This is an optimization exercise on Yosys and OpenROAD, whose aim is small area and a short achievable clock period, not a production implementation.
Where RTL was checked, it was by simulation tests only, not by an equivalence proof against the original.
Only the layout flow was run in run 2; the RTL was not checked for function there.
Power figures rest on the tool's default switching activity, not on a simulated workload.

==> constraint.sdc <==
create_clock -name core_clock -period 8.5 [get_ports {clk}]
set_input_delay 1.7000 -clock core_clock [delete_from_list [all_inputs] [get_ports {clk}]]
set_output_delay 1.7000 -clock core_clock [all_outputs]
set_load 0.01 [all_outputs]
==> config.mk <==
export PLATFORM = sky130hd
export DESIGN_NAME = fpu
export DESIGN_NICKNAME = fpu
export VERILOG_FILES = /design/flow/design.v
export SDC_FILE = /design/flow/constraint.sdc
export NUM_CORES = 4
export LEC_CHECK = 0
export CAP_MARGIN = 20
export CORE_MARGIN = 2
export CORE_UTILIZATION = 40
export CTS_BUF_LIST = sky130_fd_sc_hd__clkbuf_4 sky130_fd_sc_hd__clkbuf_8
export SETUP_SLACK_MARGIN = 5
export SLEW_MARGIN = 20
export SYNTH_HIERARCHICAL = 1
export SYNTH_MINIMUM_KEEP_SIZE = 0
==> design.v <==
module fp_mul_tree (
    input  wire [14:0] fa,
    input  wire [14:0] fb,
    output wire [31:0] r0,
    output wire [31:0] r1
);
    wire [17:0] y = {2'b01, fb, 1'b0};    
    wire [7:0] neg, one, two;
    wire [6:0] nneg;
    wire [16:0] pp0, pp1, pp2, pp3, pp4, pp5, pp6, pp7;
    genvar k;
    generate for (k = 0; k < 8; k = k + 1) begin : g_enc
        assign neg[k] = y[2 * k + 2];
        assign one[k] = y[2 * k + 1] ^ y[2 * k];
        assign two[k] = (y[2 * k + 2] & ~y[2 * k + 1] & ~y[2 * k]) | (~y[2 * k + 2] & y[2 * k + 1] & y[2 * k]);
    end endgenerate
    generate for (k = 0; k < 7; k = k + 1) begin : g_nneg
        assign nneg[k] = ~neg[k];
    end endgenerate
    fp_booth_row u_row0 (.fa(fa), .one(one[0]), .two(two[0]), .neg(neg[0]), .pp(pp0));
    fp_booth_row u_row1 (.fa(fa), .one(one[1]), .two(two[1]), .neg(neg[1]), .pp(pp1));
    fp_booth_row u_row2 (.fa(fa), .one(one[2]), .two(two[2]), .neg(neg[2]), .pp(pp2));
    fp_booth_row u_row3 (.fa(fa), .one(one[3]), .two(two[3]), .neg(neg[3]), .pp(pp3));
    fp_booth_row u_row4 (.fa(fa), .one(one[4]), .two(two[4]), .neg(neg[4]), .pp(pp4));
    fp_booth_row u_row5 (.fa(fa), .one(one[5]), .two(two[5]), .neg(neg[5]), .pp(pp5));
    fp_booth_row u_row6 (.fa(fa), .one(one[6]), .two(two[6]), .neg(neg[6]), .pp(pp6));
    fp_booth_rown u_row7 (.fa(fa), .one(one[7]), .two(two[7]), .pp(pp7));    
    wire s1;
    wire c1;
    wire s2;
    wire c2;
    wire s3;
    wire c3;
    wire s4;
    wire c4;
    wire s5;
    wire c5;
    wire s6;
    wire c6;
    wire s7;
    wire c7;
    wire s8;
    wire c8;
    wire s9;
    wire c9;
    wire s10;
    wire c10;
    wire s11;
    wire c11;
    wire s12;
    wire c12;
    wire s13;
    wire c13;
    wire s14;
    wire c14;
    wire s15;
    wire c15;
    wire s16;
    wire c16;
    wire s17;
    wire c17;
    wire s18;
    wire c18;
    wire s19;
    wire c19;
    wire s20;
    wire c20;
    wire s21;
    wire c21;
    wire s22;
    wire c22;
    wire s23;
    wire c23;
    wire s24;
    wire c24;
    wire s25;
    wire c25;
    wire s26;
    wire c26;
    wire s27;
    wire c27;
    wire s28;
    wire c28;
    wire s29;
    wire c29;
    wire s30;
    wire c30;
    wire s31;
    wire c31;
    wire s32;
    wire c32;
    wire s33;
    wire c33;
    wire s34;
    wire c34;
    wire s35;
    wire c35;
    wire s36;
    wire c36;
    wire s37;
    wire c37;
    wire s38;
    wire c38;
    wire s39;
    wire c39;
    wire s40;
    wire c40;
    wire s41;
    wire c41;
    wire s42;
    wire c42;
    wire s43;
    wire c43;
    wire s44;
    wire c44;
    wire s45;
    wire c45;
    wire s46;
    wire c46;
    wire s47;
    wire c47;
    wire s48;
    wire c48;
    wire s49;
    wire c49;
    wire s50;
    wire c50;
    wire s51;
    wire c51;
    wire s52;
    wire c52;
    wire s53;
    wire c53;
    wire s54;
    wire c54;
    wire s55;
    wire c55;
    wire s56;
    wire c56;
    wire s57;
    wire c57;
    wire s58;
    wire c58;
    wire s59;
    wire c59;
    wire s60;
    wire c60;
    wire s61;
    wire c61;
    wire s62;
    wire c62;
    wire s63;
    wire c63;
    wire s64;
    wire c64;
    wire s65;
    wire c65;
    wire s66;
    wire c66;
    wire s67;
    wire c67;
    wire s68;
    wire c68;
    wire s69;
    wire c69;
    wire s70;
    wire c70;
    wire s71;
    wire c71;
    wire s72;
    wire c72;
    wire s73;
    wire c73;
    wire s74;
    wire c74;
    wire s75;
    wire c75;
    wire s76;
    wire c76;
    wire s77;
    wire c77;
    wire s78;
    wire c78;
    wire s79;
    wire c79;
    wire s80;
    wire c80;
    wire s81;
    wire c81;
    wire s82;
    wire c82;
    wire s83;
    wire c83;
    wire s84;
    wire c84;
    wire s85;
    wire c85;
    wire s86;
    wire c86;
    wire s87;
    wire c87;
    wire s88;
    wire c88;
    wire s89;
    wire c89;
    wire s90;
    wire c90;
    wire s91;
    wire c91;
    wire s92;
    wire c92;
    wire s93;
    wire c93;
    wire s94;
    wire c94;
    wire s95;
    wire c95;
    wire s96;
    wire c96;
    wire s97;
    wire c97;
    wire s98;
    wire c98;
    wire s99;
    wire c99;
    wire s100;
    wire c100;
    wire s101;
    wire c101;
    wire s102;
    wire c102;
    wire s103;
    wire c103;
    wire s104;
    wire c104;
    wire s105;
    wire c105;
    wire s106;
    wire c106;
    wire s107;
    wire c107;
    wire s108;
    wire c108;
    wire s109;
    wire c109;
    wire s110;
    wire c110;
    wire s111;
    wire c111;
    wire s112;
    wire c112;
    wire s113;
    wire c113;
    wire s114;
    wire c114;
    wire s115;
    wire c115;
    wire s116;
    wire c116;
    wire s117;
    wire c117;
    wire s118;
    wire c118;
    wire s119;
    wire c119;
    wire s120;
    wire c120;
    wire s121;
    wire c121;
    wire s122;
    wire c122;
    wire s123;
    wire c123;
    wire s124;
    wire c124;
    wire s125;
    wire c125;
    wire s126;
    wire c126;
    wire s127;
    wire c127;
    wire s128;
    wire c128;
    wire s129;
    wire c129;
    wire s130;
    wire c130;
    wire s131;
    wire c131;
    wire s132;
    wire c132;
    fp_ha u_s1 (.a(pp0[10]), .b(pp1[8]), .s(s1), .co(c1));
    fp_ha u_s2 (.a(pp0[11]), .b(pp1[9]), .s(s2), .co(c2));
    fp_fa u_s3 (.a(pp0[12]), .b(pp1[10]), .c(pp2[8]), .s(s3), .co(c3));
    fp_ha u_s4 (.a(pp3[6]), .b(pp4[4]), .s(s4), .co(c4));
    fp_fa u_s5 (.a(pp0[13]), .b(pp1[11]), .c(pp2[9]), .s(s5), .co(c5));
    fp_ha u_s6 (.a(pp3[7]), .b(pp4[5]), .s(s6), .co(c6));
    fp_fa u_s7 (.a(pp0[14]), .b(pp1[12]), .c(pp2[10]), .s(s7), .co(c7));
    fp_fa u_s8 (.a(pp3[8]), .b(pp4[6]), .c(pp5[4]), .s(s8), .co(c8));
    fp_ha u_s9 (.a(pp6[2]), .b(pp7[0]), .s(s9), .co(c9));
    fp_fa u_s10 (.a(pp0[15]), .b(pp1[13]), .c(pp2[11]), .s(s10), .co(c10));
    fp_fa u_s11 (.a(pp3[9]), .b(pp4[7]), .c(pp5[5]), .s(s11), .co(c11));
    fp_ha u_s12 (.a(pp6[3]), .b(pp7[1]), .s(s12), .co(c12));
    fp_fa u_s13 (.a(pp0[16]), .b(pp1[14]), .c(pp2[12]), .s(s13), .co(c13));
    fp_fa u_s14 (.a(pp3[10]), .b(pp4[8]), .c(pp5[6]), .s(s14), .co(c14));
    fp_fa u_s15 (.a(pp6[4]), .b(pp7[2]), .c(fa[0]), .s(s15), .co(c15));
    fp_fa u_s16 (.a(pp1[15]), .b(pp2[13]), .c(pp3[11]), .s(s16), .co(c16));
    fp_fa u_s17 (.a(pp4[9]), .b(pp5[7]), .c(pp6[5]), .s(s17), .co(c17));
    fp_fa u_s18 (.a(pp7[3]), .b(neg[0]), .c(fa[1]), .s(s18), .co(c18));
    fp_fa u_s19 (.a(pp1[16]), .b(pp2[14]), .c(pp3[12]), .s(s19), .co(c19));
    fp_fa u_s20 (.a(pp4[10]), .b(pp5[8]), .c(pp6[6]), .s(s20), .co(c20));
    fp_fa u_s21 (.a(pp7[4]), .b(neg[0]), .c(fa[2]), .s(s21), .co(c21));
    fp_fa u_s22 (.a(nneg[1]), .b(pp2[15]), .c(pp3[13]), .s(s22), .co(c22));
    fp_fa u_s23 (.a(pp4[11]), .b(pp5[9]), .c(pp6[7]), .s(s23), .co(c23));
    fp_fa u_s24 (.a(pp7[5]), .b(nneg[0]), .c(fa[3]), .s(s24), .co(c24));
    fp_fa u_s25 (.a(pp2[16]), .b(pp3[14]), .c(pp4[12]), .s(s25), .co(c25));
    fp_fa u_s26 (.a(pp5[10]), .b(pp6[8]), .c(pp7[6]), .s(s26), .co(c26));
    fp_ha u_s27 (.a(fa[4]), .b(1'b1), .s(s27), .co(c27));
    fp_fa u_s28 (.a(nneg[2]), .b(pp3[15]), .c(pp4[13]), .s(s28), .co(c28));
    fp_fa u_s29 (.a(pp5[11]), .b(pp6[9]), .c(pp7[7]), .s(s29), .co(c29));
    fp_fa u_s30 (.a(pp3[16]), .b(pp4[14]), .c(pp5[12]), .s(s30), .co(c30));
    fp_ha u_s31 (.a(pp6[10]), .b(pp7[8]), .s(s31), .co(c31));
    fp_fa u_s32 (.a(nneg[3]), .b(pp4[15]), .c(pp5[13]), .s(s32), .co(c32));
    fp_ha u_s33 (.a(pp4[16]), .b(pp5[14]), .s(s33), .co(c33));
    fp_ha u_s34 (.a(pp0[6]), .b(pp1[4]), .s(s34), .co(c34));
    fp_ha u_s35 (.a(pp0[7]), .b(pp1[5]), .s(s35), .co(c35));
    fp_fa u_s36 (.a(pp0[8]), .b(pp1[6]), .c(pp2[4]), .s(s36), .co(c36));
    fp_ha u_s37 (.a(pp3[2]), .b(pp4[0]), .s(s37), .co(c37));
    fp_fa u_s38 (.a(pp0[9]), .b(pp1[7]), .c(pp2[5]), .s(s38), .co(c38));
    fp_ha u_s39 (.a(pp3[3]), .b(pp4[1]), .s(s39), .co(c39));
    fp_fa u_s40 (.a(pp2[6]), .b(pp3[4]), .c(pp4[2]), .s(s40), .co(c40));
    fp_fa u_s41 (.a(pp5[0]), .b(neg[5]), .c(s1), .s(s41), .co(c41));
    fp_fa u_s42 (.a(pp2[7]), .b(pp3[5]), .c(pp4[3]), .s(s42), .co(c42));
    fp_fa u_s43 (.a(pp5[1]), .b(c1), .c(s2), .s(s43), .co(c43));
    fp_fa u_s44 (.a(pp5[2]), .b(pp6[0]), .c(neg[6]), .s(s44), .co(c44));
    fp_fa u_s45 (.a(c2), .b(s3), .c(s4), .s(s45), .co(c45));
    fp_fa u_s46 (.a(pp5[3]), .b(pp6[1]), .c(c3), .s(s46), .co(c46));
    fp_fa u_s47 (.a(c4), .b(s5), .c(s6), .s(s47), .co(c47));
    fp_fa1 u_s48 (.a(c5), .b(c6), .s(s48), .co(c48));
    fp_fa u_s49 (.a(s7), .b(s8), .c(s9), .s(s49), .co(c49));
    fp_fa u_s50 (.a(c7), .b(c8), .c(c9), .s(s50), .co(c50));
    fp_fa u_s51 (.a(s10), .b(s11), .c(s12), .s(s51), .co(c51));
    fp_fa u_s52 (.a(c10), .b(c11), .c(c12), .s(s52), .co(c52));
    fp_fa u_s53 (.a(s13), .b(s14), .c(s15), .s(s53), .co(c53));
    fp_fa u_s54 (.a(c13), .b(c14), .c(c15), .s(s54), .co(c54));
    fp_fa u_s55 (.a(s16), .b(s17), .c(s18), .s(s55), .co(c55));
    fp_fa u_s56 (.a(c16), .b(c17), .c(c18), .s(s56), .co(c56));
    fp_fa u_s57 (.a(s19), .b(s20), .c(s21), .s(s57), .co(c57));
    fp_fa u_s58 (.a(c19), .b(c20), .c(c21), .s(s58), .co(c58));
    fp_fa u_s59 (.a(s22), .b(s23), .c(s24), .s(s59), .co(c59));
    fp_fa u_s60 (.a(c22), .b(c23), .c(c24), .s(s60), .co(c60));
    fp_fa u_s61 (.a(s25), .b(s26), .c(s27), .s(s61), .co(c61));
    fp_fa u_s62 (.a(fa[5]), .b(c25), .c(c26), .s(s62), .co(c62));
    fp_fa u_s63 (.a(c27), .b(s28), .c(s29), .s(s63), .co(c63));
    fp_fa u_s64 (.a(fa[6]), .b(1'b1), .c(c28), .s(s64), .co(c64));
    fp_fa u_s65 (.a(c29), .b(s30), .c(s31), .s(s65), .co(c65));
    fp_fa u_s66 (.a(pp6[11]), .b(pp7[9]), .c(fa[7]), .s(s66), .co(c66));
    fp_fa u_s67 (.a(c30), .b(c31), .c(s32), .s(s67), .co(c67));
    fp_fa u_s68 (.a(pp6[12]), .b(pp7[10]), .c(fa[8]), .s(s68), .co(c68));
    fp_fa1 u_s69 (.a(c32), .b(s33), .s(s69), .co(c69));
    fp_fa u_s70 (.a(nneg[4]), .b(pp5[15]), .c(pp6[13]), .s(s70), .co(c70));
    fp_fa u_s71 (.a(pp7[11]), .b(fa[9]), .c(c33), .s(s71), .co(c71));
    fp_fa u_s72 (.a(pp5[16]), .b(pp6[14]), .c(pp7[12]), .s(s72), .co(c72));
    fp_ha u_s73 (.a(fa[10]), .b(1'b1), .s(s73), .co(c73));
    fp_fa u_s74 (.a(nneg[5]), .b(pp6[15]), .c(pp7[13]), .s(s74), .co(c74));
    fp_ha u_s75 (.a(pp6[16]), .b(pp7[14]), .s(s75), .co(c75));
    fp_ha u_s76 (.a(pp0[4]), .b(pp1[2]), .s(s76), .co(c76));
    fp_ha u_s77 (.a(pp0[5]), .b(pp1[3]), .s(s77), .co(c77));
    fp_fa u_s78 (.a(pp2[2]), .b(pp3[0]), .c(neg[3]), .s(s78), .co(c78));
    fp_fa u_s79 (.a(pp2[3]), .b(pp3[1]), .c(c34), .s(s79), .co(c79));
    fp_fa u_s80 (.a(neg[4]), .b(c35), .c(s36), .s(s80), .co(c80));
    fp_fa u_s81 (.a(c36), .b(c37), .c(s38), .s(s81), .co(c81));
    fp_fa u_s82 (.a(c38), .b(c39), .c(s40), .s(s82), .co(c82));
    fp_fa u_s83 (.a(c40), .b(s42), .c(c41), .s(s83), .co(c83));
    fp_fa u_s84 (.a(c42), .b(s44), .c(c43), .s(s84), .co(c84));
    fp_fa u_s85 (.a(c44), .b(c45), .c(s46), .s(s85), .co(c85));
    fp_fa u_s86 (.a(c46), .b(c47), .c(s48), .s(s86), .co(c86));
    fp_fa u_s87 (.a(c48), .b(c49), .c(s50), .s(s87), .co(c87));
    fp_fa u_s88 (.a(c50), .b(c51), .c(s52), .s(s88), .co(c88));
    fp_fa u_s89 (.a(c52), .b(c53), .c(s54), .s(s89), .co(c89));
    fp_fa u_s90 (.a(c54), .b(c55), .c(s56), .s(s90), .co(c90));
    fp_fa u_s91 (.a(c56), .b(c57), .c(s58), .s(s91), .co(c91));
    fp_fa u_s92 (.a(c58), .b(c59), .c(s60), .s(s92), .co(c92));
    fp_fa u_s93 (.a(c60), .b(c61), .c(s62), .s(s93), .co(c93));
    fp_fa u_s94 (.a(c62), .b(c63), .c(s64), .s(s94), .co(c94));
    fp_fa u_s95 (.a(s66), .b(c64), .c(c65), .s(s95), .co(c95));
    fp_fa u_s96 (.a(c66), .b(s68), .c(c67), .s(s96), .co(c96));
    fp_fa u_s97 (.a(c68), .b(s70), .c(c69), .s(s97), .co(c97));
    fp_fa u_s98 (.a(c70), .b(s72), .c(s73), .s(s98), .co(c98));
    fp_fa u_s99 (.a(fa[11]), .b(c72), .c(c73), .s(s99), .co(c99));
    fp_fa u_s100 (.a(fa[12]), .b(1'b1), .c(c74), .s(s100), .co(c100));
    fp_fa u_s101 (.a(nneg[6]), .b(pp7[15]), .c(fa[13]), .s(s101), .co(c101));
    fp_ha u_s102 (.a(pp7[16]), .b(fa[14]), .s(s102), .co(c102));
    fp_ha u_s103 (.a(pp0[2]), .b(pp1[0]), .s(s103), .co(c103));
    fp_ha u_s104 (.a(pp0[3]), .b(pp1[1]), .s(s104), .co(c104));
    fp_fa u_s105 (.a(pp2[0]), .b(neg[2]), .c(s76), .s(s105), .co(c105));
    fp_fa u_s106 (.a(pp2[1]), .b(c76), .c(s77), .s(s106), .co(c106));
    fp_fa u_s107 (.a(s34), .b(c77), .c(s78), .s(s107), .co(c107));
    fp_fa u_s108 (.a(s35), .b(c78), .c(s79), .s(s108), .co(c108));
    fp_fa u_s109 (.a(s37), .b(c79), .c(s80), .s(s109), .co(c109));
    fp_fa u_s110 (.a(s39), .b(c80), .c(s81), .s(s110), .co(c110));
    fp_fa u_s111 (.a(s41), .b(c81), .c(s82), .s(s111), .co(c111));
    fp_fa u_s112 (.a(s43), .b(c82), .c(s83), .s(s112), .co(c112));
    fp_fa u_s113 (.a(s45), .b(c83), .c(s84), .s(s113), .co(c113));
    fp_fa u_s114 (.a(s47), .b(c84), .c(s85), .s(s114), .co(c114));
    fp_fa u_s115 (.a(s49), .b(c85), .c(s86), .s(s115), .co(c115));
    fp_fa u_s116 (.a(s51), .b(c86), .c(s87), .s(s116), .co(c116));
    fp_fa u_s117 (.a(s53), .b(c87), .c(s88), .s(s117), .co(c117));
    fp_fa u_s118 (.a(s55), .b(c88), .c(s89), .s(s118), .co(c118));
    fp_fa u_s119 (.a(s57), .b(c89), .c(s90), .s(s119), .co(c119));
    fp_fa u_s120 (.a(s59), .b(c90), .c(s91), .s(s120), .co(c120));
    fp_fa u_s121 (.a(s61), .b(c91), .c(s92), .s(s121), .co(c121));
    fp_fa u_s122 (.a(s63), .b(c92), .c(s93), .s(s122), .co(c122));
    fp_fa u_s123 (.a(s65), .b(c93), .c(s94), .s(s123), .co(c123));
    fp_fa u_s124 (.a(s67), .b(c94), .c(s95), .s(s124), .co(c124));
    fp_fa u_s125 (.a(s69), .b(c95), .c(s96), .s(s125), .co(c125));
    fp_fa u_s126 (.a(s71), .b(c96), .c(s97), .s(s126), .co(c126));
    fp_fa u_s127 (.a(c71), .b(s98), .c(c97), .s(s127), .co(c127));
    fp_fa u_s128 (.a(s74), .b(c98), .c(s99), .s(s128), .co(c128));
    fp_fa u_s129 (.a(s75), .b(c99), .c(s100), .s(s129), .co(c129));
    fp_fa u_s130 (.a(c75), .b(s101), .c(c100), .s(s130), .co(c130));
    fp_fa1 u_s131 (.a(c101), .b(s102), .s(s131), .co(c131));
    assign s132 = ~c102;
    assign c132 = c102;
    assign r0[0] = pp0[0];
    assign r1[0] = neg[0];
    assign r0[1] = pp0[1];
    assign r1[1] = 1'b0;
    assign r0[2] = neg[1];
    assign r1[2] = s103;
    assign r0[3] = c103;
    assign r1[3] = s104;
    assign r0[4] = c104;
    assign r1[4] = s105;
    assign r0[5] = c105;
    assign r1[5] = s106;
    assign r0[6] = c106;
    assign r1[6] = s107;
    assign r0[7] = c107;
    assign r1[7] = s108;
    assign r0[8] = c108;
    assign r1[8] = s109;
    assign r0[9] = c109;
    assign r1[9] = s110;
    assign r0[10] = c110;
    assign r1[10] = s111;
    assign r0[11] = c111;
    assign r1[11] = s112;
    assign r0[12] = c112;
    assign r1[12] = s113;
    assign r0[13] = c113;
    assign r1[13] = s114;
    assign r0[14] = c114;
    assign r1[14] = s115;
    assign r0[15] = c115;
    assign r1[15] = s116;
    assign r0[16] = c116;
    assign r1[16] = s117;
    assign r0[17] = c117;
    assign r1[17] = s118;
    assign r0[18] = c118;
    assign r1[18] = s119;
    assign r0[19] = c119;
    assign r1[19] = s120;
    assign r0[20] = c120;
    assign r1[20] = s121;
    assign r0[21] = c121;
    assign r1[21] = s122;
    assign r0[22] = c122;
    assign r1[22] = s123;
    assign r0[23] = c123;
    assign r1[23] = s124;
    assign r0[24] = c124;
    assign r1[24] = s125;
    assign r0[25] = c125;
    assign r1[25] = s126;
    assign r0[26] = c126;
    assign r1[26] = s127;
    assign r0[27] = c127;
    assign r1[27] = s128;
    assign r0[28] = c128;
    assign r1[28] = s129;
    assign r0[29] = c129;
    assign r1[29] = s130;
    assign r0[30] = c130;
    assign r1[30] = s131;
    assign r0[31] = c131;
    assign r1[31] = s132;
endmodule
module fp_booth_row (input wire [14:0] fa, input wire one, input wire two, input wire neg, output wire [16:0] pp);
    genvar j;
    assign pp[0] = (one & fa[0]) ^ neg;
    generate for (j = 1; j < 15; j = j + 1) begin : g_pp
        fp_bpp u_pp (.x1(fa[j]), .x0(fa[j - 1]), .one(one), .two(two), .neg(neg), .pp(pp[j]));
    end endgenerate
    assign pp[15] = (one | (two & fa[14])) ^ neg;
    assign pp[16] = two ^ neg;
endmodule
module fp_booth_rown (input wire [14:0] fa, input wire one, input wire two, output wire [16:0] pp);
    genvar j;
    assign pp[0] = ~(one & fa[0]);
    generate for (j = 1; j < 15; j = j + 1) begin : g_pp
        fp_bppn u_pp (.x1(fa[j]), .x0(fa[j - 1]), .one(one), .two(two), .pp(pp[j]));
    end endgenerate
    assign pp[15] = ~(one | (two & fa[14]));
    assign pp[16] = ~two;
endmodule
module fp_bppn (input wire x1, input wire x0, input wire one, input wire two, output wire pp);
    assign pp = ~((one & x1) | (two & x0));
endmodule
module fp_bpp (input wire x1, input wire x0, input wire one, input wire two, input wire neg, output wire pp);
    assign pp = ((one & x1) | (two & x0)) ^ neg;
endmodule
module fp_fa (input wire a, input wire b, input wire c, output wire s, output wire co);
    assign s  = a ^ b ^ c;
    assign co = (a & b) | (a & c) | (b & c);
endmodule
module fp_fa1 (input wire a, input wire b, output wire s, output wire co);
    assign s  = ~(a ^ b);
    assign co = a | b;
endmodule
module fp_ha (input wire a, input wire b, output wire s, output wire co);
    assign s  = a ^ b;
    assign co = a & b;
endmodule
module fp_add16 (
    input  wire [15:0] x,
    input  wire [15:0] y,
    input  wire ci,
    output wire [15:0] s,
    output wire co
);
    wire [16:0] g0, p0;
    assign g0[0] = ci;
    assign p0[0] = 1'b0;
    assign g0[16:1] = x & y;
    assign p0[16:1] = x ^ y;
    wire g1;
    wire g2;
    wire p3;
    wire g4;
    wire p5;
    wire g6;
    wire p7;
    wire g8;
    wire p9;
    wire g10;
    wire p11;
    wire g12;
    wire p13;
    wire g14;
    wire p15;
    wire n16;
    wire g17;
    wire g18;
    wire n19;
    wire n20;
    wire g21;
    wire p22;
    wire g23;
    wire p24;
    wire n25;
    wire n26;
    wire g27;
    wire p28;
    wire g29;
    wire p30;
    wire n31;
    wire n32;
    wire g33;
    wire p34;
    wire g35;
    wire p36;
    wire g37;
    wire n38;
    wire g39;
    wire g40;
    wire g41;
    wire g42;
    wire p43;
    wire n44;
    wire n45;
    wire g46;
    wire p47;
    wire g48;
    wire p49;
    wire g50;
    wire p51;
    wire n52;
    wire g53;
    wire g54;
    wire g55;
    wire g56;
    wire g57;
    wire g58;
    wire g59;
    wire g60;
    wire g61;
    fp_aoi u1 (.a(g0[1]), .b(p0[1]), .c(g0[0]), .y(g1));
    fp_aoi u2 (.a(g0[3]), .b(p0[3]), .c(g0[2]), .y(g2));
    fp_nand u3 (.a(p0[3]), .b(p0[2]), .y(p3));
    fp_aoi u4 (.a(g0[5]), .b(p0[5]), .c(g0[4]), .y(g4));
    fp_nand u5 (.a(p0[5]), .b(p0[4]), .y(p5));
    fp_aoi u6 (.a(g0[7]), .b(p0[7]), .c(g0[6]), .y(g6));
    fp_nand u7 (.a(p0[7]), .b(p0[6]), .y(p7));
    fp_aoi u8 (.a(g0[9]), .b(p0[9]), .c(g0[8]), .y(g8));
    fp_nand u9 (.a(p0[9]), .b(p0[8]), .y(p9));
    fp_aoi u10 (.a(g0[11]), .b(p0[11]), .c(g0[10]), .y(g10));
    fp_nand u11 (.a(p0[11]), .b(p0[10]), .y(p11));
    fp_aoi u12 (.a(g0[13]), .b(p0[13]), .c(g0[12]), .y(g12));
    fp_nand u13 (.a(p0[13]), .b(p0[12]), .y(p13));
    fp_aoi u14 (.a(g0[15]), .b(p0[15]), .c(g0[14]), .y(g14));
    fp_nand u15 (.a(p0[15]), .b(p0[14]), .y(p15));
    assign n16 = ~g1;
    fp_aoi u17 (.a(g0[2]), .b(p0[2]), .c(n16), .y(g17));
    fp_oai u18 (.a(g2), .b(p3), .c(g1), .y(g18));
    assign n19 = ~g4;
    assign n20 = ~p5;
    fp_aoi u21 (.a(g0[6]), .b(p0[6]), .c(n19), .y(g21));
    fp_nand u22 (.a(p0[6]), .b(n20), .y(p22));
    fp_oai u23 (.a(g6), .b(p7), .c(g4), .y(g23));
    fp_nor u24 (.a(p7), .b(p5), .y(p24));
    assign n25 = ~g8;
    assign n26 = ~p9;
    fp_aoi u27 (.a(g0[10]), .b(p0[10]), .c(n25), .y(g27));
    fp_nand u28 (.a(p0[10]), .b(n26), .y(p28));
    fp_oai u29 (.a(g10), .b(p11), .c(g8), .y(g29));
    fp_nor u30 (.a(p11), .b(p9), .y(p30));
    assign n31 = ~g12;
    assign n32 = ~p13;
    fp_aoi u33 (.a(g0[14]), .b(p0[14]), .c(n31), .y(g33));
    fp_nand u34 (.a(p0[14]), .b(n32), .y(p34));
    fp_oai u35 (.a(g14), .b(p15), .c(g12), .y(g35));
    fp_nor u36 (.a(p15), .b(p13), .y(p36));
    fp_aoi u37 (.a(g0[4]), .b(p0[4]), .c(g18), .y(g37));
    assign n38 = ~g18;
    fp_oai u39 (.a(g4), .b(p5), .c(n38), .y(g39));
    fp_oai u40 (.a(g21), .b(p22), .c(n38), .y(g40));
    fp_aoi u41 (.a(g23), .b(p24), .c(g18), .y(g41));
    fp_aoi u42 (.a(g0[12]), .b(p0[12]), .c(g29), .y(g42));
    fp_nand u43 (.a(p0[12]), .b(p30), .y(p43));
    assign n44 = ~g29;
    assign n45 = ~p30;
    fp_oai u46 (.a(g12), .b(p13), .c(n44), .y(g46));
    fp_nor u47 (.a(p13), .b(n45), .y(p47));
    fp_oai u48 (.a(g33), .b(p34), .c(n44), .y(g48));
    fp_nor u49 (.a(p34), .b(n45), .y(p49));
    fp_aoi u50 (.a(g35), .b(p36), .c(g29), .y(g50));
    fp_nand u51 (.a(p36), .b(p30), .y(p51));
    assign n52 = ~g41;
    fp_aoi u53 (.a(g0[8]), .b(p0[8]), .c(n52), .y(g53));
    fp_oai u54 (.a(g8), .b(p9), .c(g41), .y(g54));
    fp_oai u55 (.a(g27), .b(p28), .c(g41), .y(g55));
    fp_aoi u56 (.a(g29), .b(p30), .c(n52), .y(g56));
    fp_oai u57 (.a(g42), .b(p43), .c(g41), .y(g57));
    fp_aoi u58 (.a(g46), .b(p47), .c(n52), .y(g58));
    fp_aoi u59 (.a(g48), .b(p49), .c(n52), .y(g59));
    fp_oai u60 (.a(g50), .b(p51), .c(g41), .y(g60));
    fp_aoi u61 (.a(g0[16]), .b(p0[16]), .c(g60), .y(g61));
    assign s[0] = p0[1] ^ g0[0];
    assign s[1] = p0[2] ^ ~g1;
    assign s[2] = p0[3] ^ ~g17;
    assign s[3] = p0[4] ^ g18;
    assign s[4] = p0[5] ^ ~g37;
    assign s[5] = p0[6] ^ g39;
    assign s[6] = p0[7] ^ g40;
    assign s[7] = p0[8] ^ ~g41;
    assign s[8] = p0[9] ^ ~g53;
    assign s[9] = p0[10] ^ g54;
    assign s[10] = p0[11] ^ g55;
    assign s[11] = p0[12] ^ ~g56;
    assign s[12] = p0[13] ^ g57;
    assign s[13] = p0[14] ^ ~g58;
    assign s[14] = p0[15] ^ ~g59;
    assign s[15] = p0[16] ^ g60;
    assign co = ~g61;
endmodule
module fp_add22 (
    input  wire [21:0] x,
    input  wire [21:0] y,
    input  wire ci,
    output wire [21:0] s,
    output wire co
);
    wire [22:0] g0, p0;
    assign g0[0] = ci;
    assign p0[0] = 1'b0;
    assign g0[22:1] = x & y;
    assign p0[22:1] = x ^ y;
    wire g1;
    wire g2;
    wire p3;
    wire g4;
    wire p5;
    wire g6;
    wire p7;
    wire g8;
    wire p9;
    wire g10;
    wire p11;
    wire g12;
    wire p13;
    wire g14;
    wire p15;
    wire g16;
    wire p17;
    wire g18;
    wire p19;
    wire g20;
    wire p21;
    wire n22;
    wire g23;
    wire g24;
    wire n25;
    wire n26;
    wire g27;
    wire p28;
    wire g29;
    wire p30;
    wire n31;
    wire n32;
    wire g33;
    wire p34;
    wire g35;
    wire p36;
    wire n37;
    wire n38;
    wire g39;
    wire p40;
    wire g41;
    wire p42;
    wire n43;
    wire n44;
    wire g45;
    wire p46;
    wire g47;
    wire p48;
    wire n49;
    wire n50;
    wire g51;
    wire p52;
    wire g53;
    wire n54;
    wire g55;
    wire g56;
    wire g57;
    wire g58;
    wire p59;
    wire n60;
    wire n61;
    wire g62;
    wire p63;
    wire g64;
    wire p65;
    wire g66;
    wire p67;
    wire g68;
    wire p69;
    wire n70;
    wire n71;
    wire g72;
    wire p73;
    wire g74;
    wire p75;
    wire n76;
    wire g77;
    wire g78;
    wire g79;
    wire g80;
    wire g81;
    wire g82;
    wire g83;
    wire g84;
    wire g85;
    wire n86;
    wire g87;
    wire g88;
    wire g89;
    wire g90;
    wire g91;
    wire g92;
    fp_aoi u1 (.a(g0[1]), .b(p0[1]), .c(g0[0]), .y(g1));
    fp_aoi u2 (.a(g0[3]), .b(p0[3]), .c(g0[2]), .y(g2));
    fp_nand u3 (.a(p0[3]), .b(p0[2]), .y(p3));
    fp_aoi u4 (.a(g0[5]), .b(p0[5]), .c(g0[4]), .y(g4));
    fp_nand u5 (.a(p0[5]), .b(p0[4]), .y(p5));
    fp_aoi u6 (.a(g0[7]), .b(p0[7]), .c(g0[6]), .y(g6));
    fp_nand u7 (.a(p0[7]), .b(p0[6]), .y(p7));
    fp_aoi u8 (.a(g0[9]), .b(p0[9]), .c(g0[8]), .y(g8));
    fp_nand u9 (.a(p0[9]), .b(p0[8]), .y(p9));
    fp_aoi u10 (.a(g0[11]), .b(p0[11]), .c(g0[10]), .y(g10));
    fp_nand u11 (.a(p0[11]), .b(p0[10]), .y(p11));
    fp_aoi u12 (.a(g0[13]), .b(p0[13]), .c(g0[12]), .y(g12));
    fp_nand u13 (.a(p0[13]), .b(p0[12]), .y(p13));
    fp_aoi u14 (.a(g0[15]), .b(p0[15]), .c(g0[14]), .y(g14));
    fp_nand u15 (.a(p0[15]), .b(p0[14]), .y(p15));
    fp_aoi u16 (.a(g0[17]), .b(p0[17]), .c(g0[16]), .y(g16));
    fp_nand u17 (.a(p0[17]), .b(p0[16]), .y(p17));
    fp_aoi u18 (.a(g0[19]), .b(p0[19]), .c(g0[18]), .y(g18));
    fp_nand u19 (.a(p0[19]), .b(p0[18]), .y(p19));
    fp_aoi u20 (.a(g0[21]), .b(p0[21]), .c(g0[20]), .y(g20));
    fp_nand u21 (.a(p0[21]), .b(p0[20]), .y(p21));
    assign n22 = ~g1;
    fp_aoi u23 (.a(g0[2]), .b(p0[2]), .c(n22), .y(g23));
    fp_oai u24 (.a(g2), .b(p3), .c(g1), .y(g24));
    assign n25 = ~g4;
    assign n26 = ~p5;
    fp_aoi u27 (.a(g0[6]), .b(p0[6]), .c(n25), .y(g27));
    fp_nand u28 (.a(p0[6]), .b(n26), .y(p28));
    fp_oai u29 (.a(g6), .b(p7), .c(g4), .y(g29));
    fp_nor u30 (.a(p7), .b(p5), .y(p30));
    assign n31 = ~g8;
    assign n32 = ~p9;
    fp_aoi u33 (.a(g0[10]), .b(p0[10]), .c(n31), .y(g33));
    fp_nand u34 (.a(p0[10]), .b(n32), .y(p34));
    fp_oai u35 (.a(g10), .b(p11), .c(g8), .y(g35));
    fp_nor u36 (.a(p11), .b(p9), .y(p36));
    assign n37 = ~g12;
    assign n38 = ~p13;
    fp_aoi u39 (.a(g0[14]), .b(p0[14]), .c(n37), .y(g39));
    fp_nand u40 (.a(p0[14]), .b(n38), .y(p40));
    fp_oai u41 (.a(g14), .b(p15), .c(g12), .y(g41));
    fp_nor u42 (.a(p15), .b(p13), .y(p42));
    assign n43 = ~g16;
    assign n44 = ~p17;
    fp_aoi u45 (.a(g0[18]), .b(p0[18]), .c(n43), .y(g45));
    fp_nand u46 (.a(p0[18]), .b(n44), .y(p46));
    fp_oai u47 (.a(g18), .b(p19), .c(g16), .y(g47));
    fp_nor u48 (.a(p19), .b(p17), .y(p48));
    assign n49 = ~g20;
    assign n50 = ~p21;
    fp_aoi u51 (.a(g0[22]), .b(p0[22]), .c(n49), .y(g51));
    fp_nand u52 (.a(p0[22]), .b(n50), .y(p52));
    fp_aoi u53 (.a(g0[4]), .b(p0[4]), .c(g24), .y(g53));
    assign n54 = ~g24;
    fp_oai u55 (.a(g4), .b(p5), .c(n54), .y(g55));
    fp_oai u56 (.a(g27), .b(p28), .c(n54), .y(g56));
    fp_aoi u57 (.a(g29), .b(p30), .c(g24), .y(g57));
    fp_aoi u58 (.a(g0[12]), .b(p0[12]), .c(g35), .y(g58));
    fp_nand u59 (.a(p0[12]), .b(p36), .y(p59));
    assign n60 = ~g35;
    assign n61 = ~p36;
    fp_oai u62 (.a(g12), .b(p13), .c(n60), .y(g62));
    fp_nor u63 (.a(p13), .b(n61), .y(p63));
    fp_oai u64 (.a(g39), .b(p40), .c(n60), .y(g64));
    fp_nor u65 (.a(p40), .b(n61), .y(p65));
    fp_aoi u66 (.a(g41), .b(p42), .c(g35), .y(g66));
    fp_nand u67 (.a(p42), .b(p36), .y(p67));
    fp_aoi u68 (.a(g0[20]), .b(p0[20]), .c(g47), .y(g68));
    fp_nand u69 (.a(p0[20]), .b(p48), .y(p69));
    assign n70 = ~g47;
    assign n71 = ~p48;
    fp_oai u72 (.a(g20), .b(p21), .c(n70), .y(g72));
    fp_nor u73 (.a(p21), .b(n71), .y(p73));
    fp_oai u74 (.a(g51), .b(p52), .c(n70), .y(g74));
    fp_nor u75 (.a(p52), .b(n71), .y(p75));
    assign n76 = ~g57;
    fp_aoi u77 (.a(g0[8]), .b(p0[8]), .c(n76), .y(g77));
    fp_oai u78 (.a(g8), .b(p9), .c(g57), .y(g78));
    fp_oai u79 (.a(g33), .b(p34), .c(g57), .y(g79));
    fp_aoi u80 (.a(g35), .b(p36), .c(n76), .y(g80));
    fp_oai u81 (.a(g58), .b(p59), .c(g57), .y(g81));
    fp_aoi u82 (.a(g62), .b(p63), .c(n76), .y(g82));
    fp_aoi u83 (.a(g64), .b(p65), .c(n76), .y(g83));
    fp_oai u84 (.a(g66), .b(p67), .c(g57), .y(g84));
    fp_aoi u85 (.a(g0[16]), .b(p0[16]), .c(g84), .y(g85));
    assign n86 = ~g84;
    fp_oai u87 (.a(g16), .b(p17), .c(n86), .y(g87));
    fp_oai u88 (.a(g45), .b(p46), .c(n86), .y(g88));
    fp_aoi u89 (.a(g47), .b(p48), .c(g84), .y(g89));
    fp_oai u90 (.a(g68), .b(p69), .c(n86), .y(g90));
    fp_aoi u91 (.a(g72), .b(p73), .c(g84), .y(g91));
    fp_aoi u92 (.a(g74), .b(p75), .c(g84), .y(g92));
    assign s[0] = p0[1] ^ g0[0];
    assign s[1] = p0[2] ^ ~g1;
    assign s[2] = p0[3] ^ ~g23;
    assign s[3] = p0[4] ^ g24;
    assign s[4] = p0[5] ^ ~g53;
    assign s[5] = p0[6] ^ g55;
    assign s[6] = p0[7] ^ g56;
    assign s[7] = p0[8] ^ ~g57;
    assign s[8] = p0[9] ^ ~g77;
    assign s[9] = p0[10] ^ g78;
    assign s[10] = p0[11] ^ g79;
    assign s[11] = p0[12] ^ ~g80;
    assign s[12] = p0[13] ^ g81;
    assign s[13] = p0[14] ^ ~g82;
    assign s[14] = p0[15] ^ ~g83;
    assign s[15] = p0[16] ^ g84;
    assign s[16] = p0[17] ^ ~g85;
    assign s[17] = p0[18] ^ g87;
    assign s[18] = p0[19] ^ g88;
    assign s[19] = p0[20] ^ ~g89;
    assign s[20] = p0[21] ^ g90;
    assign s[21] = p0[22] ^ ~g91;
    assign co = ~g92;
endmodule
module fp_cy10 (
    input  wire [9:0] x,
    input  wire [9:0] y,
    output wire co
);
    wire [10:0] g0, p0;
    assign g0[0] = 1'b0;
    assign p0[0] = 1'b0;
    assign g0[10:1] = x & y;
    assign p0[10:1] = x ^ y;
    wire g1;
    wire p2;
    wire g3;
    wire p4;
    wire g5;
    wire p6;
    wire g7;
    wire p8;
    wire g9;
    wire n10;
    wire g11;
    wire n12;
    wire n13;
    wire g14;
    wire p15;
    wire g16;
    wire p17;
    wire n18;
    wire n19;
    wire g20;
    wire p21;
    wire g22;
    wire n23;
    wire g24;
    wire g25;
    wire g26;
    wire n27;
    wire g28;
    wire g29;
    wire g30;
    fp_aoi u1 (.a(g0[3]), .b(p0[3]), .c(g0[2]), .y(g1));
    fp_nand u2 (.a(p0[3]), .b(p0[2]), .y(p2));
    fp_aoi u3 (.a(g0[5]), .b(p0[5]), .c(g0[4]), .y(g3));
    fp_nand u4 (.a(p0[5]), .b(p0[4]), .y(p4));
    fp_aoi u5 (.a(g0[7]), .b(p0[7]), .c(g0[6]), .y(g5));
    fp_nand u6 (.a(p0[7]), .b(p0[6]), .y(p6));
    fp_aoi u7 (.a(g0[9]), .b(p0[9]), .c(g0[8]), .y(g7));
    fp_nand u8 (.a(p0[9]), .b(p0[8]), .y(p8));
    fp_aoi u9 (.a(g0[2]), .b(p0[2]), .c(g0[1]), .y(g9));
    assign n10 = ~g0[1];
    fp_oai u11 (.a(g1), .b(p2), .c(n10), .y(g11));
    assign n12 = ~g3;
    assign n13 = ~p4;
    fp_aoi u14 (.a(g0[6]), .b(p0[6]), .c(n12), .y(g14));
    fp_nand u15 (.a(p0[6]), .b(n13), .y(p15));
    fp_oai u16 (.a(g5), .b(p6), .c(g3), .y(g16));
    fp_nor u17 (.a(p6), .b(p4), .y(p17));
    assign n18 = ~g7;
    assign n19 = ~p8;
    fp_aoi u20 (.a(g0[10]), .b(p0[10]), .c(n18), .y(g20));
    fp_nand u21 (.a(p0[10]), .b(n19), .y(p21));
    fp_aoi u22 (.a(g0[4]), .b(p0[4]), .c(g11), .y(g22));
    assign n23 = ~g11;
    fp_oai u24 (.a(g3), .b(p4), .c(n23), .y(g24));
    fp_oai u25 (.a(g14), .b(p15), .c(n23), .y(g25));
    fp_aoi u26 (.a(g16), .b(p17), .c(g11), .y(g26));
    assign n27 = ~g26;
    fp_aoi u28 (.a(g0[8]), .b(p0[8]), .c(n27), .y(g28));
    fp_oai u29 (.a(g7), .b(p8), .c(g26), .y(g29));
    fp_oai u30 (.a(g20), .b(p21), .c(g26), .y(g30));
    assign co = g30;
endmodule
module fp_aoi (input wire a, input wire b, input wire c, output wire y);
    assign y = ~(a | (b & c));
endmodule
module fp_oai (input wire a, input wire b, input wire c, output wire y);
    assign y = ~(a & (b | c));
endmodule
module fp_nand (input wire a, input wire b, output wire y);
    assign y = ~(a & b);
endmodule
module fp_nor (input wire a, input wire b, output wire y);
    assign y = ~(a | b);
endmodule
module fpu #(
    parameter WIDTH = 24
)(
    input   logic clk,
    input   wire logic [WIDTH - 1:0] a,
    input   wire logic [WIDTH - 1:0] b,
    input   wire logic [3:0]         opcode,
    output  logic [WIDTH - 1:0] result
);
    wire       abig  = a[22:0] > b[22:0];
    wire       egt   = a[22:15] > b[22:15];
    wire [3:0] dab   = a[18:15] - b[18:15];
    logic [23:0] a1, b1;
    logic [3:0]  op1;
    logic        abig1, abig1m;    
    logic        eff1;              
    logic [3:0]  sh1;      
    logic        ha1, hb1;  
    always_ff @(posedge clk) begin
        a1    <= a;
        b1    <= b;
        op1   <= opcode;
        abig1 <= abig;
        abig1m <= abig;
        eff1  <= a[23] ^ b[23] ^ opcode[2];
        sh1   <= egt ? dab : 4'd0 - dab;    
        ha1   <= a[22:15] != 8'd0;
        hb1   <= b[22:15] != 8'd0;
    end
    wire is_as   = (op1 == 4'b0000) || (op1 == 4'b0100);
    wire is_max  = (op1 == 4'b0001);
    wire is_min  = (op1 == 4'b0010);
    wire is_fl   = (op1 == 4'b1000);
    wire is_ce   = (op1 == 4'b1001);
    wire is_mul  = (op1 == 4'b0011);
    wire is_abs  = (op1 == 4'b0101);
    wire is_neg  = (op1 == 4'b0110);
    wire        sa = a1[23];
    wire [7:0]  ea = a1[22:15];
    wire [14:0] fa = a1[14:0];
    wire        sb = b1[23];
    wire [7:0]  eb = b1[22:15];
    wire [14:0] fb = b1[14:0];
    wire [15:0] ma     = {ha1, fa};
    wire [15:0] mb     = {hb1, fb};
    wire        sbx    = sb ^ op1[2];
    wire        effsub = eff1;
    wire [15:0] max_   = ma ^ {16{effsub}};
    wire [15:0] mbx    = mb ^ {16{effsub}};
    wire [15:0] maxm   = abig1 ? ma : mb;
    wire [15:0] minx   = abig1 ? mbx : max_;
    wire [7:0]  maxe   = abig1m ? ea : eb;
    wire [31:0] shx    = {{16{effsub}}, minx} >> sh1;
    wire        ssign  = abig1m ? sa : sbx;
    wire [16:0] sum;
    fp_add16 u_add (.x(maxm), .y(shx[15:0]), .ci(effsub), .s(sum[15:0]), .co(sum[16]));
    wire        a_gt = (sa == sb) ? (abig1m ^ sa) : sb;
    wire [23:0] mm   = (a_gt ^ is_min) ? a1 : b1;
    wire [22:0] th;
    genvar k;
    generate for (k = 0; k < 23; k = k + 1) begin : g_th
        assign th[k] = ea >= 8'(128 + k);
    end endgenerate
    wire [14:0] fmask;     
    wire [14:0] cm;        
    wire [14:0] hm;        
    generate for (k = 0; k < 15; k = k + 1) begin : g_masks
        assign fmask[k] = th[14 - k];
        assign cm[k]    = th[8 + k];
        assign hm[k]    = th[22 - k];
    end endgenerate
    wire [14:0] rf   = fa & fmask;
    wire        fhf  = |(fa & ~fmask);
    wire        frz  = ~|rf;
    wire        lt1  = ~th[0] & (ea != 8'd127);
    wire        fup  = sa & fhf;
    wire [7:0]  fl_ei = ea[7] ? {ea[7:4], ea[3:0] + 4'd1} : 8'd128;
    wire [23:0] fl_r = {sa, lt1 ? 8'd0 : (fup & frz) ? fl_ei : ea,
                        rf[14:1], rf[0] | (fup & ~frz)};
    wire        chf  = ~th[22] & |(fa & cm);
    wire [14:0] cx   = fa | ~hm;
    wire [15:0] cpa;                       
    assign cpa[0] = 1'b1;
    generate for (k = 0; k < 15; k = k + 1) begin : g_cpa
        assign cpa[k + 1] = cpa[k] & cx[k];
    end endgenerate
    wire [23:0] ce_r = ~chf ? a1 :
                       sa   ? {1'b1, ea, fa & ~cm} :
                              {1'b0, ea[7:5], ea[4:0] + {4'd0, cpa[15]}, fa ^ (hm & cpa[14:0])};
    wire [23:0] pass_r =
        (is_max | is_min) ? mm :
        is_fl  ? fl_r :
        is_ce  ? ce_r :
        is_abs ? {1'b0, a1[22:0]} :
        is_neg ? {~sa, a1[22:0]} :
        (sa ? 24'hbf8000 : 24'h3f8000);
    wire [31:0] r0, r1;
    fp_mul_tree u_tree (.fa(fa), .fb(fb), .r0(r0), .r1(r1));
    wire        lo_co;     
    fp_cy10 u_lo (.x(r0[9:0]), .y(r1[9:0]), .co(lo_co));
    wire [8:0]  sum9  = {1'b0, ea} + {1'b0, eb};
    wire [8:0]  e9    = sum9 - 9'd127;
    wire        mzero = ~ha1 || ~hb1 || (sum9 < 9'd128);
    wire        movf  = sum9 >= 9'd382;
    wire        meq   = sum9 == 9'd381;
    wire        msign = sa ^ sb;
    wire        is_pass = ~is_mul & ~is_as;
    wire [56:0] d2_mul  = {meq, movf, mzero, msign, e9[7:0], lo_co, r1[31:10], r0[31:10]};
    wire [56:0] d2_as   = {31'd0, ssign, maxe, sum};
    wire [56:0] d2_pass = {33'd0, pass_r & {24{is_pass}}};
    wire [56:0] d2_in;
    generate for (k = 0; k < 24; k = k + 1) begin : g_d2
        fp_sel u_sel (.sa(is_as), .a(d2_as[k]), .sb(is_mul), .b(d2_mul[k]), .c(d2_pass[k]), .y(d2_in[k]));
    end endgenerate
    assign d2_in[25:24] = is_mul ? d2_mul[25:24] : d2_as[25:24];
    assign d2_in[56:26] = d2_mul[56:26];
    logic        k_mul, k_as, k_sub;
    logic [56:0] d2;
    always_ff @(posedge clk) begin
        k_mul <= is_mul;
        k_as  <= is_as;
        k_sub <= effsub;
        d2    <= d2_in;
    end
    wire [16:0] m  = d2[16:0];
    wire [7:0]  me = d2[24:17];
    wire        ms = d2[25];
    logic [3:0] lz;
    always_comb begin
        lz = 4'd15;
        for (int i = 0; i < 16; i++)
            if (m[i]) lz = 4'(15 - i);
    end
    wire [15:0] nsh   = m[15:0] << lz;
    wire [23:0] add_r = m[16] ? {ms, me + 8'd1, m[15:1]} : {ms, me, m[14:0]};
    wire [23:0] sub_r = (m[15:0] == 16'd0) ? {ms, 23'd0} : {ms, me - {4'd0, lz}, nsh[14:0]};
    wire [21:0] ps;                        
    wire        ps_co;
    fp_add22 u_cpa (.x(d2[21:0]), .y(d2[43:22]), .ci(d2[44]),
                    .s(ps), .co(ps_co));
    wire [16:0] p     = ps[21:5];          
    wire [7:0]  pe0   = d2[52:45];
    wire [7:0]  pe1   = d2[52:45] + 8'd1;
    wire [7:0]  pe    = p[16] ? pe1 : pe0;
    wire [14:0] pm    = p[16] ? p[15:1] : p[14:0];
    wire        povf  = d2[55] | (d2[56] & p[16]);
    wire [23:0] mul_r = d2[54] ? 24'd0 : povf ? 24'h7f8000 : {d2[53], pe, pm};
    wire [23:0] as_r = k_sub ? sub_r : add_r;
    wire [23:0] pass3 = d2[23:0] & {24{~k_mul & ~k_as}};
    wire [23:0] res_in;
    generate for (k = 0; k < 24; k = k + 1) begin : g_res
        fp_sel u_sel (.sa(k_as), .a(as_r[k]), .sb(k_mul), .b(mul_r[k]), .c(pass3[k]), .y(res_in[k]));
    end endgenerate
    always_ff @(posedge clk) begin
        result <= res_in;
    end
endmodule
module fp_sel (input wire sa, input wire a, input wire sb, input wire b, input wire c, output wire y);
    assign y = (sa & a) | (sb & b) | c;
endmodule
==> flow/run.sh <==
#!/bin/bash
# The standard layout, except that:
# - the input and output ports are buffered with sky130_fd_sc_hd__buf_2 cells
#   (buffer_ports -buffer_cell) instead of the default delay-cell buffers;
# - the buffers that synthesis (ABC) inserted are removed at floorplan
#   (REMOVE_ABC_BUFFERS), leaving buffering to the placement-aware repair.
# ORFS's own logs are kept under orfs/logs; make's output goes to standard.log.
set -euo pipefail
export BUFFER_PORTS_ARGS="-buffer_cell sky130_fd_sc_hd__buf_2"
export REMOVE_ABC_BUFFERS=1
bash standard.sh > standard.log 2>&1
==> standard.sh <==
#!/bin/bash
# synth_recipe.tcl (not shown) runs the flow's synth.tcl, then flattens the netlist and writes it again
# the make line also repeats each setting of config.mk as NAME=value (left out here)
make -C /OpenROAD-flow-scripts/flow DESIGN_CONFIG=/design/flow/config.mk WORK_HOME=/design/flow/orfs CLKGATE_MAP_FILE= SYNTH_SCRIPT=/design/flow/synth_recipe.tcl "${@:-finish}"
==> impl_metrics.json, run 1 <==
{
  "hold_violations": 0,
  "clk_pin_slew_worst_paths_ns": 0.10,
  "hold_depth": 2,
  "finalNonFillerCells": 2713,
  "cts_tree": "done",
  "status": "complete, no violations",
  "period_share": 0.4190,
  "worstHoldStart": "b1[22]",
  "worst-setup-path-type": "reg2reg",
  "grt_max_degree": 33,
  "reg2reg_to": "d2[25]",
  "cp-start-kind": "register",
  "via_per_inst": 6.089,
  "rrSetupSlack_ns": 4.94,
  "crit_path_end_kind": "register",
  "portBuffers": 76,
  "syn_area_per_cell_um2": 9.019,
  "drive_above_1_share": 0.3398,
  "cp.arrival_ns": 3.96,
  "fin_setup_tns_ns": 0,
  "synth_area_um2": 18000,
  "dp_cells": 2563,
  "multi_input_area_um2": 14850,
  "cts_made_buffers": 17,
  "fin_hold_ws_ns": 0.6420,
  "die_width_um": 216.1,
  "ir_drop_mv": 0.1412,
  "p_per_area_nw_per_um2": 270.8,
  "overflow": 0,
  "start_util": 0.4062,
  "rsz0062_at_grt": "yes",
  "max_slew_margin": 0.2686,
  "min_path_type": "reg2reg",
  "crit-reg2reg-launch": "b1[5]",
  "rows": 77,
  "dieArea_um2": 46720,
  "critPathRequiredTime_ns": 8.90,
  "wl_per_cell_um": 23.60,
  "antenna_found_initial": 4,
  "min_to": "d2[24]",
  "grt_pass1_vias": 16297,
  "area_delta_synth_final_pct": 21.08,
  "die_h_um": 216.1,
  "setup_viol_count_final": 0,
  "clock_skew_ns": 0.03326,
  "htree_levels": 4,
  "gp_congestion": 0.9794,
  "drtPass1Iterations": 6,
  "first_iter_violations": 1800,
  "grt.total_usage": 0.2685,
  "grt_pass1_wl_mm": 96.73,
  "cts_sinks": 144,
  "synth-warning-count": 7,
  "cap_violations": 0,
  "dp_hpwl_mm": 42.49,
  "clk_path_buf_depth": 2,
  "drc_errors": 0,
  "root_buffer": "clkbuf_8",
  "via_count": 16520,
  "reg2reg_depth": 13,
  "wirelength_mm": 64.03,
  "finalNetCount": 2389,
  "fill_cells": 4093,
  "fmax_mhz": 280.8,
  "ioPinCount": 77,
  "min_period_ns": 3.561,
  "p_leak_nw": 8.667,
  "clock_latency_ns": 0.54,
  "netlist_instances": 1996,
  "ant_nets": 0,
  "seq_area_um2": 2970,
  "drv_slew": 0,
  "worstMarginPinSlew_ns": 1.093,
  "crit_fanout": 8,
  "design.core.area_um2": 44320
}
## worst max-delay path by stage
| stage | start | slack (ns) | end | cells past startpoint |
|---|---|---|---|---|
| after floorplan | b1[13] | 3.40 | d2[12] | 9 |
| after global placement | b1[7] | 4.02 | d2[12] | 9 |
| after detailed placement | b1[7] | 3.99 | d2[12] | 10 |
| after CTS | b1[5] | 4.98 | d2[12] | 12 |
| after global routing | sh1[0] | 4.85 | d2[14] | 14 |
| final | b1[5] | 4.94 | d2[25] | 13 |
## metrics by stage
step / total power [mW] / worst slack, ns / instance area [µm²] / utilization
final: 5.903 / 4.939 / 21800 / 0.4918
after global routing: 6.307 / 4.854 / 21790 / 0.4917
after CTS: 5.494 / 4.975 / 20760 / 0.4684
after detailed placement: 4.619 / 3.993 / 18740 / 0.4228
after global placement: 4.582 / 4.017 / 18730 / 0.4226
after floorplan: 3.533 / 3.399 / 17160 / -
## metal layers
metal | vias to the layer above | GRT usage | routed length [µm]
met2 | 832 | 0.4292 | 29550
li1 | 7379 | - | -
met3 | 182 | 0.05951 | 5357
met5 | - | 0 | 42
met4 | 6 | 0.1094 | 2376
met1 | 8121 | 0.3510 | 26700
## placed cells by master, fill, tap and decap left out, drive strengths merged, types with 9 or more instances in the layout
cell and n:
a211oi 11, a21o 15, a21oi 158, a221o 51
a22oi 116, a31oi 15, and2 27, buf 229
bufbuf 9, clkbuf 20, dfxtp 144, fa 111
ha 118, inv 113, mux2 31, mux2i 74
mux4 15, nand2 135, nand2b 17, nand3 26
nand3b 9, nand4 10, nor2 126, nor2b 14
nor3 35, nor4 21, o211ai 10, o21ai 103
o221ai 12, o22ai 25, xnor2 161, xor2 55
## state kept, by name, indices dropped and copies added (netlist names)
register / cells
a1: 24
abig1m: 1
b1: 24
d2: 57
eff1: 1
ha1: 1
hb1: 1
k_as: 1
k_mul: 1
k_sub: 1
op1: 4
result: 24
sh1: 4
## layout make-up
cell class | count | area share
flip-flops and latches | 144 | 0.1363
clock buffers | 17 | 0.01073
well taps | 592 | 0.03398
multi-input cells | 1592 | 0.6814
repair buffers | 241 | 0.1095
diodes | 2 | 0.0002296
inverters | 111 | 0.01969
clock inverters | 14 | 0.008208
## repair_timing
item                                    4_1_cts  5_1_grt
endpoints found under the setup margin       63       47
pin swaps                                    46       73
resized for setup                           172      175
gates cloned                                 10        2
setup buffers                                69       36
hold buffers                                  0        0
## power breakdown
| part | switching (mW) | total [mW] | internal [mW] |
|---|---|---|---|
| registers | 0.226 | 1.07 | 0.848 |
| logic | 2.32 | 4.23 | 1.91 |
| clock network | 0.310 | 0.603 | 0.293 |
## worst max-delay path, cell delays in order, from the launching register on
cell and delay [ns]:
dfxtp_4 0.36, buf_12 0.14, buf_12 0.12, xor2_4 0.15
buf_12 0.15, buf_4 0.18, a22oi_2 0.21, xnor2_1 0.17
ha_1 0.31, fa_2 0.41, fa_1 0.55, fa_2 0.46
nand2_1 0.08, o21ai_0 0.10
==> run 2: changes to the inputs <==
--- a/design.v
+++ b/design.v
@@ -1037,43 +1037,11 @@
     fp_add16 u_add (.x(maxm), .y(shx[15:0]), .ci(effsub), .s(sum[15:0]), .co(sum[16]));
     wire        a_gt = (sa == sb) ? (abig1m ^ sa) : sb;
     wire [23:0] mm   = (a_gt ^ is_min) ? a1 : b1;
-    wire [22:0] th;
     genvar k;
-    generate for (k = 0; k < 23; k = k + 1) begin : g_th
-        assign th[k] = ea >= 8'(128 + k);
-    end endgenerate
-    wire [14:0] fmask;     
-    wire [14:0] cm;        
-    wire [14:0] hm;        
-    generate for (k = 0; k < 15; k = k + 1) begin : g_masks
-        assign fmask[k] = th[14 - k];
-        assign cm[k]    = th[8 + k];
-        assign hm[k]    = th[22 - k];
-    end endgenerate
-    wire [14:0] rf   = fa & fmask;
-    wire        fhf  = |(fa & ~fmask);
-    wire        frz  = ~|rf;
-    wire        lt1  = ~th[0] & (ea != 8'd127);
-    wire        fup  = sa & fhf;
-    wire [7:0]  fl_ei = ea[7] ? {ea[7:4], ea[3:0] + 4'd1} : 8'd128;
-    wire [23:0] fl_r = {sa, lt1 ? 8'd0 : (fup & frz) ? fl_ei : ea,
-                        rf[14:1], rf[0] | (fup & ~frz)};
-    wire        chf  = ~th[22] & |(fa & cm);
-    wire [14:0] cx   = fa | ~hm;
-    wire [15:0] cpa;                       
-    assign cpa[0] = 1'b1;
-    generate for (k = 0; k < 15; k = k + 1) begin : g_cpa
-        assign cpa[k + 1] = cpa[k] & cx[k];
-    end endgenerate
-    wire [23:0] ce_r = ~chf ? a1 :
-                       sa   ? {1'b1, ea, fa & ~cm} :
-                              {1'b0, ea[7:5], ea[4:0] + {4'd0, cpa[15]}, fa ^ (hm & cpa[14:0])};
     wire [23:0] pass_r =
         (is_max | is_min) ? mm :
-        is_fl  ? fl_r :
-        is_ce  ? ce_r :
-        is_abs ? {1'b0, a1[22:0]} :
-        is_neg ? {~sa, a1[22:0]} :
+        (is_abs | is_neg) ? {is_neg & ~sa, a1[22:0]} :
+        (is_fl | is_ce) ? a1 :
         (sa ? 24'hbf8000 : 24'h3f8000);
     wire [31:0] r0, r1;
     fp_mul_tree u_tree (.fa(fa), .fb(fb), .r0(r0), .r1(r1));
@@ -1095,12 +1063,14 @@
     end endgenerate
     assign d2_in[25:24] = is_mul ? d2_mul[25:24] : d2_as[25:24];
     assign d2_in[56:26] = d2_mul[56:26];
-    logic        k_mul, k_as, k_sub;
+    logic        k_mul, k_as, k_sub, k_fl, k_ce;
     logic [56:0] d2;
     always_ff @(posedge clk) begin
         k_mul <= is_mul;
         k_as  <= is_as;
         k_sub <= effsub;
+        k_fl  <= is_fl;
+        k_ce  <= is_ce;
         d2    <= d2_in;
     end
     wire [16:0] m  = d2[16:0];
@@ -1127,7 +1097,40 @@
     wire        povf  = d2[55] | (d2[56] & p[16]);
     wire [23:0] mul_r = d2[54] ? 24'd0 : povf ? 24'h7f8000 : {d2[53], pe, pm};
     wire [23:0] as_r = k_sub ? sub_r : add_r;
-    wire [23:0] pass3 = d2[23:0] & {24{~k_mul & ~k_as}};
+    wire        xs = d2[23];
+    wire [7:0]  xe = d2[22:15];
+    wire [14:0] xf = d2[14:0];
+    wire [22:0] th;
+        generate for (k = 0; k < 23; k = k + 1) begin : g_th3
+        assign th[k] = xe >= 8'(128 + k);
+    end endgenerate
+    wire [14:0] fmask;     
+    wire [14:0] cm;        
+    wire [14:0] hm;        
+    generate for (k = 0; k < 15; k = k + 1) begin : g_masks3
+        assign fmask[k] = th[14 - k];
+        assign cm[k]    = th[8 + k];
+        assign hm[k]    = th[22 - k];
+    end endgenerate
+    wire [14:0] rf   = xf & fmask;
+    wire        fhf  = |(xf & ~fmask);
+    wire        frz  = ~|rf;
+    wire        lt1  = ~th[0] & (xe != 8'd127);
+    wire        fup  = xs & fhf;
+    wire [7:0]  fl_ei = xe[7] ? {xe[7:4], xe[3:0] + 4'd1} : 8'd128;
+    wire [23:0] fl_r = {xs, lt1 ? 8'd0 : (fup & frz) ? fl_ei : xe,
+                        rf[14:1], rf[0] | (fup & ~frz)};
+    wire        chf  = ~th[22] & |(xf & cm);
+    wire [14:0] cx   = xf | ~hm;
+    wire [15:0] cpa;                       
+    assign cpa[0] = 1'b1;
+    generate for (k = 0; k < 15; k = k + 1) begin : g_cpa3
+        assign cpa[k + 1] = cpa[k] & cx[k];
+    end endgenerate
+    wire [23:0] ce_r = ~chf ? d2[23:0] :
+                       xs   ? {1'b1, xe, xf & ~cm} :
+                              {1'b0, xe[7:5], xe[4:0] + {4'd0, cpa[15]}, xf ^ (hm & cpa[14:0])};
+    wire [23:0] pass3 = (k_fl ? fl_r : k_ce ? ce_r : d2[23:0]) & {24{~k_mul & ~k_as}};
     wire [23:0] res_in;
     generate for (k = 0; k < 24; k = k + 1) begin : g_res
         fp_sel u_sel (.sa(k_as), .a(as_r[k]), .sb(k_mul), .b(mul_r[k]), .c(pass3[k]), .y(res_in[k]));
==> flow/run.sh (replaced) <==
#!/bin/bash
# The standard layout, except that the input and output ports are
# buffered with sky130_fd_sc_hd__buf_2 cells (buffer_ports -buffer_cell)
# instead of the default delay-cell buffers. ORFS's own logs are kept
# under orfs/logs; make's output goes to standard.log.
set -euo pipefail
export BUFFER_PORTS_ARGS="-buffer_cell sky130_fd_sc_hd__buf_2"
bash standard.sh > standard.log 2>&1
--- a/config.mk
+++ b/config.mk
@@ -13,3 +13,4 @@
 export SLEW_MARGIN = 20
 export SYNTH_HIERARCHICAL = 1
 export SYNTH_MINIMUM_KEEP_SIZE = 0
+export TNS_END_PERCENT = 10
==> run 2 against run 1 <==
  * First-iteration DRC count fell by 17%
  * Global-route usage fell by 0.67 points
  * Cell count fell by 3.0%
  * Register-to-register slack got worse by 0.13 ns
  * Still clean
  * Worst setup slack got worse by 0.13 ns
  * Highest routed layer is now met4
==> impl_metrics.json, run 2 <==
{
  "min_to": "d2[54]",
  "period_share": 0.4343,
  "multi_input_area_um2": 14220,
  "mostFrequentLayoutCells": "158 x xnor2_1, 132 x nand2_1, 119 x dfxtp_1, 119 x buf_4, 118 x nor2_1",
  "area_delta_synth_final_pct": 16.02,
  "fill_cells": 4202,
  "design.core.area_um2": 44030,
  "synth-warning-count": 7,
  "dp_hpwl_mm": 41.79,
  "die_h_um": 214.6,
  "largest_register": "d2",
  "die_width_um": 214.6,
  "antenna_found_initial": 0,
  "ioPinCount": 77,
  "worstHoldStart": "ha1",
  "wl_met3_mm": 4.312,
  "dp_cells": 2497,
  "overflow": 0,
  "drive_above_1_share": 0.3016,
  "root_buffer": "clkbuf_8",
  "cap_violations": 0,
  "netlist_instances": 1931,
  "post-route-util": 0.4676,
  "largest_register_ffs": 57,
  "gp_congestion": 0.9450,
  "via_per_inst": 6.020,
  "met2_length_mm": 28.63,
  "finalNonFillerCells": 2631,
  "drtPass1Iterations": 5,
  "dieArea_um2": 46070,
  "drc_errors": 0,
  "ir_drop_mv": 0.1264,
  "hold_violations": 0,
  "crit_path_end_kind": "register",
  "reg2reg_depth": 16,
  "grt_max_degree": 39,
  "clk_path_buf_depth": 2,
  "grt_pass1_vias": 15858,
  "syn_area_per_cell_um2": 9.190,
  "wl_per_cell_um": 23.08,
  "cts_made_buffers": 17,
  "wl_met1_mm": 25.58,
  "placed_cell_area_um2": 18780,
  "htree_levels": 4,
  "p_per_area_nw_per_um2": 284.4,
  "via_count": 15838,
  "worst-setup-path-type": "reg2reg",
  "start_util": 0.4031,
  "fin_hold_ws_ns": 0.5301,
  "final_common_cell": "xnor2_1",
  "fmax_mhz": 270.9,
  "fin_setup_tns_ns": 0,
  "min_path_type": "reg2reg",
  "routed.top_layer": "met4",
  "seq_area_um2": 2989,
  "critPathRequiredTime_ns": 8.90,
  "crit_fanout": 4,
  "setup_viol_count_final": 0,
  "rrSetupSlack_ns": 4.81,
  "ant_nets": 0,
  "worstMarginPinSlew_ns": 0.7024,
  "final_area_um2": 20590,
  "drv_slew": 0,
  "p_leak_nw": 8.095,
  "rsz0062_at_grt": "yes",
  "wirelength_mm": 60.72,
  "cp.arrival_ns": 4.09,
  "cts_sinks": 146,
  "ctsHoldBuffers": 0,
  "clock_skew_ns": 0.03494,
  "max_slew_margin": 0.5300,
  "finalNetCount": 2315,
  "clk_pin_slew_worst_paths_ns": 0.09,
  "rows": 77,
  "first_iter_violations": 1499,
  "crit-reg2reg-launch": "d2[18]",
  "grt_pass1_wl_mm": 93.98,
  "min_period_ns": 3.692,
  "cp-start-kind": "register",
  "portBuffers": 76,
  "synth_area_um2": 17750,
  "diodes": 0,
  "status": "complete, no violations",
  "reg2reg_to": "result[17]",
  "hold_depth": 1,
  "grt.total_usage": 0.2618,
  "clock_latency_ns": 0.51,
  "cts_tree": "done"
}
run 2: changes by cell type in the layout (fill, tap and decap cells not counted), moves of 12 or more:
cell / before / now
a22o_1: 1 / 20
xnor2_2: 37 / 3
buf_4: 99 / 119
fa_2: 47 / 24
and2_1: 26 / 8
buf_12: 32 / 13
fa_1: 64 / 87
xnor2_1: 124 / 158
mux2i_1: 68 / 56
buf_6: 15 / 2
run 2: final cells by class:
cell class | instances | area share
Multi-Input combinational cell | 1534 | 0.6907
Inverter | 108 | 0.02036
Clock buffer | 19 | 0.01240
Sequential cell | 146 | 0.1452
Clock inverter | 12 | 0.009420
Timing Repair Buffer | 220 | 0.08593
Tap cell | 592 | 0.03598
run 2: per-layer routing:
metal / up-vias / global-route usage
li1: 7174 / -
met1: 7749 / 0.3449
met2: 767 / 0.4307
met3: 148 / 0.03943
met4: 0 / 0.1046
met5: - / 0
run 2: worst max-delay path by stage:
stage / startpoint / slack (ns) / endpoint
final: d2[18] / 4.81 / result[17]
after global routing: d2[18] / 4.63 / result[17]
after floorplan: b1[5] / 4.84 / d2[25]
after detailed placement: abig1m / 4.07 / d2[8]
after global placement: abig1m / 4.15 / d2[13]
after CTS: d2[22] / 4.87 / result[17]
run 2: critical path, stage by stage (launching register included):
cell and delay (ns):
dfxtp_4 0.40, clkinvlp_4 0.15, ha_4 0.21, buf_4 0.13, buf_4 0.14, a211o_1 0.32, a311oi_4 0.34, nand4_4 0.20
a2111oi_4 0.37, o21ai_2 0.13, a31oi_1 0.17, ha_2 0.24, ha_4 0.14, and4_1 0.16, a31oi_1 0.04, and3_1 0.21
a221o_1 0.25
run 2: timing repair:
item	CTS	global route
setup buffers	88	15
setup endpoints to repair	60	42
resized for setup	45	31
pin swaps	20	10
run 2: where the power goes:
group          switching, mW  leakage [nW]  internal, mW
combinational           2.41          6.64          1.75
clock                  0.311         0.227         0.338
sequential             0.183          1.23         0.856
total                   2.91          8.09          2.95
run 2: per-stage QoR:
step	power, mW	setup WS, ns
after global placement	4.885	4.154
after global routing	6.267	4.632
after CTS	5.756	4.867
after floorplan	4.233	4.836
final	5.855	4.808
after detailed placement	4.930	4.075

Re-timed with assumed drivers on the ports (clkbuf_16 on the clock, buf_2 on other inputs), run 2 has 4.808 ns of setup slack against 4.808 ns with ideal ports, and 4.808 ns once port delays also move by the mid clock arrival of 0.542 ns.
